What follows belongs to an exercise in optimizing a design on an open flow for small area; a production flow would make more cautious choices. In this exercise RTL edits were held to simulation tests only and were not proved equivalent to the original. Power figures rest on the tool's default switching activity, not on a simulated workload.

## run H
## ELEVATOR_TOP
module ELEVATOR_TOP (
    input CLK,
    input RST_N,
    input BTN_OPEN,
    input BTN_CLOSE,
    input EMG_STOP,
    input UART_RXD,
    input BTN_TX_STOP,
    output UART_TXD,
    output [6:0] HEX0,
    output [6:0] HEX1,
    output [6:0] HEX2,
    output [6:0] HEX3,
    output [6:0] HEX4,
    output [6:0] HEX5,
    output [6:0] HEX6,
    output [6:0] HEX7,
    output MOTOR_UP,
    output MOTOR_DN,
    output DOOR_OPEN_DRV,
    output DOOR_CLOSE_DRV
);
For scale: ~68 I/O pins.
==> flow/config.mk <==
export PLATFORM = sky130hd
export DESIGN_NAME = ELEVATOR_TOP
export DESIGN_NICKNAME = ELEVATOR_TOP
export VERILOG_FILES = /design/flow/design.v
export SDC_FILE = /design/flow/constraint.sdc
export NUM_CORES = 4
export LEC_CHECK = 0
export CAP_MARGIN = 20
export CORE_MARGIN = 2
export CORE_UTILIZATION = 60
export SLEW_MARGIN = 20
==> flow/constraint.sdc <==
create_clock -name core_clock -period 25.0 [get_ports {CLK}]
set_input_delay 5.0000 -clock core_clock [delete_from_list [all_inputs] [get_ports {CLK}]]
set_output_delay 5.0000 -clock core_clock [all_outputs]
set_load 0.01 [all_outputs]
standard.sh (not shown) runs the stock make flow with config.mk's settings and CLKGATE_MAP_FILE= SYNTH_SCRIPT=/design/flow/synth_recipe.tcl, a recipe that flattens the netlist after the stock synthesis.
==> flow/flow/run.sh <==
#!/bin/bash
# Own layout flow: the standard synthesis, then an area-oriented re-map of
# the combinational logic (registers untouched), then the standard layout
# with the port buffers made from the smallest buffer cell.
set -euo pipefail
HERE=$(pwd)
R=$HERE/orfs/results/$FLOW_PLATFORM/ELEVATOR_TOP/base
YOSYS=yosys
[[ -x $FLOW_HOME/../tools/install/yosys/bin/yosys ]] && YOSYS=$FLOW_HOME/../tools/install/yosys/bin/yosys

bash standard.sh synth > $HERE/log_1_standard_synth.log 2>&1

cp $R/1_2_yosys.v $HERE/1_2_yosys_standard.v
export REMAP_LIB=$FLOW_HOME/platforms/sky130hd/lib/sky130_fd_sc_hd__tt_025C_1v80.lib
export REMAP_DONT_USE="$(make -s -C $FLOW_HOME DESIGN_CONFIG=$HERE/config.mk WORK_HOME=$HERE/orfs print-DONT_USE_CELLS 2>/dev/null | tail -1 | sed 's/^DONT_USE_CELLS: //')"
export REMAP_IN=$HERE/1_2_yosys_standard.v
export REMAP_OUT=$HERE/1_2_yosys_remap.v
export REMAP_STAT=$HERE/remap_stat.txt
export REMAP_SCRIPT=$HERE/flow/remap.abc
$YOSYS -c $HERE/flow/remap.tcl > $HERE/log_2_remap.log 2>&1
cp $REMAP_OUT $R/1_2_yosys.v
touch $R/1_2_yosys.v

export BUFFER_PORTS_ARGS="-buffer_cell sky130_fd_sc_hd__buf_1"
# clock tree: small clock buffers, larger sink clusters, no dummy loads
export CTS_ARGS="$(cat $HERE/flow/cts_args.txt)"
bash standard.sh finish > $HERE/log_3_standard_layout.log 2>&1
==> flow/flow/remap.abc <==
strash
&get -n
&deepsyn -I 1 -J 10 -S 1
&put
strash
&get -n
&st
&dch -f
&nf -a -R 1000
&put
strash
&get -n
&st
&dch -f
&nf -a -R 1000
&put
strash
&get -n
&st
&dch -f
&nf -a -R 1000
&put
strash
&get -n
&st
&dch -f
&nf -a -R 1000
&put
strash
&get -n
&st
&dch -f
&nf -a -R 1000
&put
strash
&get -n
&st
&dch -f
&nf -a -R 1000
&put
strash
&get -n
&st
&dch -f
&nf -a -R 1000
&put
strash
&get -n
&st
&dch -f
&nf -a -R 1000
&put
topo
==> flow/flow/remap.tcl <==
# Re-map the combinational logic of the standard synthesis netlist for area.
# Flip-flops and tie cells are kept as they are (same instances, names and
# cell types); only the gates between them are re-mapped by ABC.
yosys -import
set lib $::env(REMAP_LIB)
set dont_use {}
foreach c $::env(REMAP_DONT_USE) { lappend dont_use -dont_use $c }
read_liberty -ignore_miss_func $lib
read_verilog $::env(REMAP_IN)
hierarchy -top $::env(FLOW_TOP)
setattr -mod -set keep_hierarchy 1 sky130_fd_sc_hd__df* sky130_fd_sc_hd__edf* sky130_fd_sc_hd__sdf* sky130_fd_sc_hd__dl* sky130_fd_sc_hd__conb_1
flatten
opt_clean
select $::env(FLOW_TOP)
abc -liberty $lib {*}$dont_use -script $::env(REMAP_SCRIPT)
splitnets
opt_clean -purge
hilomap -singleton -hicell sky130_fd_sc_hd__conb_1 HI -locell sky130_fd_sc_hd__conb_1 LO
insbuf -buf sky130_fd_sc_hd__buf_1 A X
opt_clean -purge
tee -o $::env(REMAP_STAT) stat -liberty $lib
write_verilog -noattr -nohex -nodec -selected $::env(REMAP_OUT)
Other scripts of this flow, unchanged in this note and not shown: flow/flow/cts_args.txt
Relative to run H, the following input files were edited for run Y:
-- flow/flow/run.sh --
<<< run H, line 15
export REMAP_DONT_USE="$(make -s -C $FLOW_HOME DESIGN_CONFIG=$HERE/config.mk WORK_HOME=$HERE/orfs print-DONT_USE_CELLS 2>/dev/null | tail -1 | sed 's/^DONT_USE_CELLS: //')"
export REMAP_IN=$HERE/1_2_yosys_standard.v
export REMAP_OUT=$HERE/1_2_yosys_remap.v
export REMAP_STAT=$HERE/remap_stat.txt
export REMAP_SCRIPT=$HERE/flow/remap.abc
$YOSYS -c $HERE/flow/remap.tcl > $HERE/log_2_remap.log 2>&1
cp $REMAP_OUT $R/1_2_yosys.v
touch $R/1_2_yosys.v

>>> run Y, line 15
export REMAP_DONT_USE="$(make -s -C $FLOW_HOME DESIGN_CONFIG=$HERE/config.mk WORK_HOME=$HERE/orfs print-DONT_USE_CELLS 2>/dev/null | tail -1 | sed 's/^DONT_USE_CELLS: //')"
export REMAP_IN=$HERE/1_2_yosys_standard.v
# several ABC runs (different deepsyn seeds) in parallel; keep the smallest netlist
for s in 1 2 3 4; do
  ( REMAP_OUT=$HERE/1_2_yosys_remap_$s.v REMAP_STAT=$HERE/remap_stat_$s.txt REMAP_SCRIPT=$HERE/flow/remap_$s.abc \
    $YOSYS -c $HERE/flow/remap.tcl > $HERE/log_2_remap_$s.log 2>&1 ) &
done
wait
best=""; besta=""
for s in 1 2 3 4; do
  a=$(grep "Chip area for module" $HERE/remap_stat_$s.txt 2>/dev/null | tail -1 | awk '{print $NF}')
  [[ -n "$a" && -s $HERE/1_2_yosys_remap_$s.v ]] || continue
  if [[ -z "$best" ]] || awk -v a="$a" -v b="$besta" 'BEGIN{exit !(a<b)}'; then best=$s; besta=$a; fi
done
[[ -n "$best" ]]
echo "remap: kept run $best, area $besta" > $HERE/remap_choice.txt
cp $HERE/1_2_yosys_remap_$best.v $R/1_2_yosys.v
touch $R/1_2_yosys.v

==> flow/flow/remap_1.abc (new file) <==
strash
&get -n
&deepsyn -I 1 -J 10 -S 1
&put
strash
&get -n
&st
&dch -f
&nf -a -R 1000
&put
strash
&get -n
&st
&dch -f
&nf -a -R 1000
&put
strash
&get -n
&st
&dch -f
&nf -a -R 1000
&put
strash
&get -n
&st
&dch -f
&nf -a -R 1000
&put
strash
&get -n
&st
&dch -f
&nf -a -R 1000
&put
strash
&get -n
&st
&dch -f
&nf -a -R 1000
&put
strash
&get -n
&st
&dch -f
&nf -a -R 1000
&put
strash
&get -n
&st
&dch -f
&nf -a -R 1000
&put
topo
==> flow/flow/remap_2.abc (new file) <==
strash
&get -n
&deepsyn -I 1 -J 10 -S 2
&put
strash
&get -n
&st
&dch -f
&nf -a -R 1000
&put
strash
&get -n
&st
&dch -f
&nf -a -R 1000
&put
strash
&get -n
&st
&dch -f
&nf -a -R 1000
&put
strash
&get -n
&st
&dch -f
&nf -a -R 1000
&put
strash
&get -n
&st
&dch -f
&nf -a -R 1000
&put
strash
&get -n
&st
&dch -f
&nf -a -R 1000
&put
strash
&get -n
&st
&dch -f
&nf -a -R 1000
&put
strash
&get -n
&st
&dch -f
&nf -a -R 1000
&put
topo
==> flow/flow/remap_3.abc (new file) <==
strash
&get -n
&deepsyn -I 1 -J 10 -S 3
&put
strash
&get -n
&st
&dch -f
&nf -a -R 1000
&put
strash
&get -n
&st
&dch -f
&nf -a -R 1000
&put
strash
&get -n
&st
&dch -f
&nf -a -R 1000
&put
strash
&get -n
&st
&dch -f
&nf -a -R 1000
&put
strash
&get -n
&st
&dch -f
&nf -a -R 1000
&put
strash
&get -n
&st
&dch -f
&nf -a -R 1000
&put
strash
&get -n
&st
&dch -f
&nf -a -R 1000
&put
strash
&get -n
&st
&dch -f
&nf -a -R 1000
&put
topo
==> flow/flow/remap_4.abc (new file) <==
strash
&get -n
&deepsyn -I 1 -J 10 -S 4
&put
strash
&get -n
&st
&dch -f
&nf -a -R 1000
&put
strash
&get -n
&st
&dch -f
&nf -a -R 1000
&put
strash
&get -n
&st
&dch -f
&nf -a -R 1000
&put
strash
&get -n
&st
&dch -f
&nf -a -R 1000
&put
strash
&get -n
&st
&dch -f
&nf -a -R 1000
&put
strash
&get -n
&st
&dch -f
&nf -a -R 1000
&put
strash
&get -n
&st
&dch -f
&nf -a -R 1000
&put
strash
&get -n
&st
&dch -f
&nf -a -R 1000
&put
topo
removed: flow/flow/remap.abc
Run Y completed every stage of the flow, and the final layout passed the timing, DRC and antenna checks. The design area number comes out higher for run H vs run Y. Against run H, run Y comes in 0.068 µm² lower on mean area per synthesized cell. Comparing run Y with run H, the share of power burned in the clock network came out essentially unchanged.

afterwards: timing with drivers on the ports:
The results above use ideal ports. As a check the final layouts listed here were re-extracted and re-timed, cells and wires unchanged.
Step 1: set_driving_cell puts a clkbuf_16 on CLK and a buf_2 on each other input, an assumption about the parent block.
Step 2 moves the port delays by t, midway between the first and last clock arrival at a register: inputs arrive t later, outputs are due t later. That takes back most of the time a late clock gives input paths.
a / b / c = ideal / step 1 / step 2; a / b = the first two.
| run | t, ns | slack for setup (ns) | worst register clock-pin slew, ns | worst data-port slew with drivers (ns) | cell pins on the clock port's net |
|---|---|---|---|---|---|
| run H | 0.562 | 15.639 / 15.596 / 16.159 | 0.11 / 0.11 | 0.03 | 1 |
| run Y | 0.564 | 15.495 / 15.456 / 16.019 | 0.11 / 0.11 | 0.04 | 1 |
After both steps setup and hold are still met in every run listed.
